This design comes from an exercise in tuning for small area and a short achievable clock period on the open sky130 flow, not from production work. At most, simulation tests tie the RTL to the original design; equivalence was not proved. Power is estimated from default activity; no workload was simulated.

// fpmul
module fpmul (
	input             clk,
	input      [31:0] X,
	input      [31:0] Y,
	output     [31:0] result,
	output reg        zero,
	output reg        underflow,
	output reg        overflow,
	output reg        nan
);
clock: 8.0 ns
lec_check: 0
cap_margin: 20
core_margin: 2
core_utilization: 40
setup_slack_margin: 4
slew_margin: 20
synth_hierarchical: 1
synth_minimum_keep_size: 0
standard.sh (not shown) runs the stock make flow with config.mk's settings and CLKGATE_MAP_FILE= SYNTH_SCRIPT=/design/flow/synth_recipe.tcl, a recipe that flattens the netlist after the stock synthesis.
==> flow/flow/run.sh <==
#!/bin/bash
export BUFFER_PORTS_ARGS="-buffer_cell sky130_fd_sc_hd__buf_1"
bash standard.sh > standard.log 2>&1
The first run ran to the end with no violations.
Change:
--- a/flow/config.mk
+++ b/flow/config.mk
@@ -10,3 +10,3 @@
 export CORE_UTILIZATION = 40
-export SETUP_SLACK_MARGIN = 4
+export SETUP_SLACK_MARGIN = 3.5
 export SLEW_MARGIN = 20
Outcome: Routed wire length came out lower slightly; cell count is about the same; via count came out lower slightly; total power came out lower by a few percent; die area is unchanged.
Function was not checked in any run of this note: the RTL went through the layout flow alone.


fpmul, a different RTL version from the one above (not shown whole).
Size in the first run: ~1900 cells after synthesis, ~100 I/O pins, roughly 18000 um2 of cells after synthesis.
export LEC_CHECK = 0
export CAP_MARGIN = 20
export CORE_MARGIN = 2
export CORE_UTILIZATION = 40
export SETUP_SLACK_MARGIN = 3.25
export SLEW_MARGIN = 20
export SYNTH_HIERARCHICAL = 1
export SYNTH_MINIMUM_KEEP_SIZE = 0
create_clock -name core_clock -period 8.0 [get_ports {clk}]
Scripts as last shown in full above: flow/flow/run.sh
==> next run, changes <==
- CTS_BUF_LIST: not set -> sky130_fd_sc_hd__clkbuf_8
- SETUP_SLACK_MARGIN: 3.25 -> 3.5
- TNS_END_PERCENT: not set -> 0
What happened: Utilization drops by 0.27 points; final area goes down by 0.62%; non-clock buffer count is higher by 3; worst hold slack gets better by 0.014 ns; first-iteration DRC count is higher by 3.7%.
==> next run, changes <==
- TNS_END_PERCENT: 0 -> not set
The changed run finished clean.
Worst hold slack is about the same.
Core utilization came out higher by 0.19 points.
Maximum frequency hardly moves.
Register-to-register slack barely changes.
Sequential cell count does not change.
Critical path depth is unchanged.
Die area is unchanged.


build 58:
Starting RTL as in the previous note.
==> flow/config.mk <==
export PLATFORM = sky130hd
export DESIGN_NAME = fpmul
export DESIGN_NICKNAME = fpmul
export VERILOG_FILES = /design/flow/design.v
export SDC_FILE = /design/flow/constraint.sdc
export NUM_CORES = 4
export LEC_CHECK = 0
export CAP_MARGIN = 20
export CORE_MARGIN = 2
export CORE_UTILIZATION = 40
export CTS_BUF_LIST = sky130_fd_sc_hd__clkbuf_8
export SETUP_SLACK_MARGIN = 3.5
export SLEW_MARGIN = 20
export SYNTH_HIERARCHICAL = 1
export SYNTH_MINIMUM_KEEP_SIZE = 0
export TNS_END_PERCENT = 30
==> flow/constraint.sdc <==
create_clock -name core_clock -period 8.0 [get_ports {clk}]
set_input_delay 1.6000 -clock core_clock [delete_from_list [all_inputs] [get_ports {clk}]]
set_output_delay 1.6000 -clock core_clock [all_outputs]
set_load 0.01 [all_outputs]
Scripts as last shown in full above: flow/flow/run.sh
The following lists how build 67 was set up differently from build 58:
Settings: CTS_BUF_LIST: sky130_fd_sc_hd__clkbuf_8 -> unset; TNS_END_PERCENT: 30 -> unset.
### Flow results
Cell area: build 67 vs build 58 up 190 sq um
The total wirelength of the detailed-routed design was comparable across build 67 and build 58.
Looking at final core utilization, build 67 sits 0.41 points above build 58.
The lower proportion of power drawn by combinational gates came out of build 67.
Input-level comparison between build 27 and build 67:
Settings: CORE_UTILIZATION: 40 -> 55; CTS_BUF_LIST: unset -> sky130_fd_sc_hd__clkbuf_8.
==> comparison <==
Build 27 vs. build 67: floorplan core area went down; overall power of the completed layout fell about 1.7%; highest ir drop seen on vdd now sits higher. Build 27 vs. build 67: worst hold slack after final layout went down 16 ps, wire length held steady, clock period minus final worst setup slack now sits lower, final net count did not really move. Build 67 has a higher tap cell instance count than build 27. Delta (build 27 minus build 67): number of vias per cell after detailed routing increased 0.53, design area decreased 350 sq um.

==> static timing again, ports no longer ideal <==
How much do the figures lean on ideal ports? The routed layouts below were timed once more, with nothing changed but the port constraints.
Step 1 (the two cells are an assumption about what drives the block):
set clk [get_ports {clk}]
set_driving_cell -lib_cell sky130_fd_sc_hd__clkbuf_16 $clk
set_driving_cell -lib_cell sky130_fd_sc_hd__buf_2 [delete_from_list [all_inputs] $clk]
Step 2 times the ports against the registers' clock, not the clock port: input delays grow and output delays shrink by t, the midpoint of the rising clock arrivals with the driver on.
a / b / c = ideal ports / drivers / drivers and shift; a / b = the first two.
| run | t (ns) | slack for setup (ns) | worst data-port slew with drivers (ns) |
|---|---|---|---|
| the first run of note 1 | 0.506 | 3.508 / 3.452 / 3.851 | 0.05 |
| the second run of note 1 | 0.508 | 3.517 / 3.461 / 3.735 | 0.05 |
| the first run of note 2 | 0.518 | 3.329 / 3.329 / 3.329 | 0.06 |
| the second run of note 2 | 0.565 | 3.541 / 3.534 / 3.541 | 0.07 |
| the third run of note 2 | 0.565 | 3.550 / 3.550 / 3.550 | 0.07 |
| build 58 | 0.568 | 3.553 / 3.553 / 3.553 | 0.07 |
| build 67 | 0.515 | 3.535 / 3.535 / 3.535 | 0.06 |
| build 27 | 0.553 | 3.575 / 3.574 / 3.575 | 0.04 |
After both steps setup and hold are still met in every run listed.
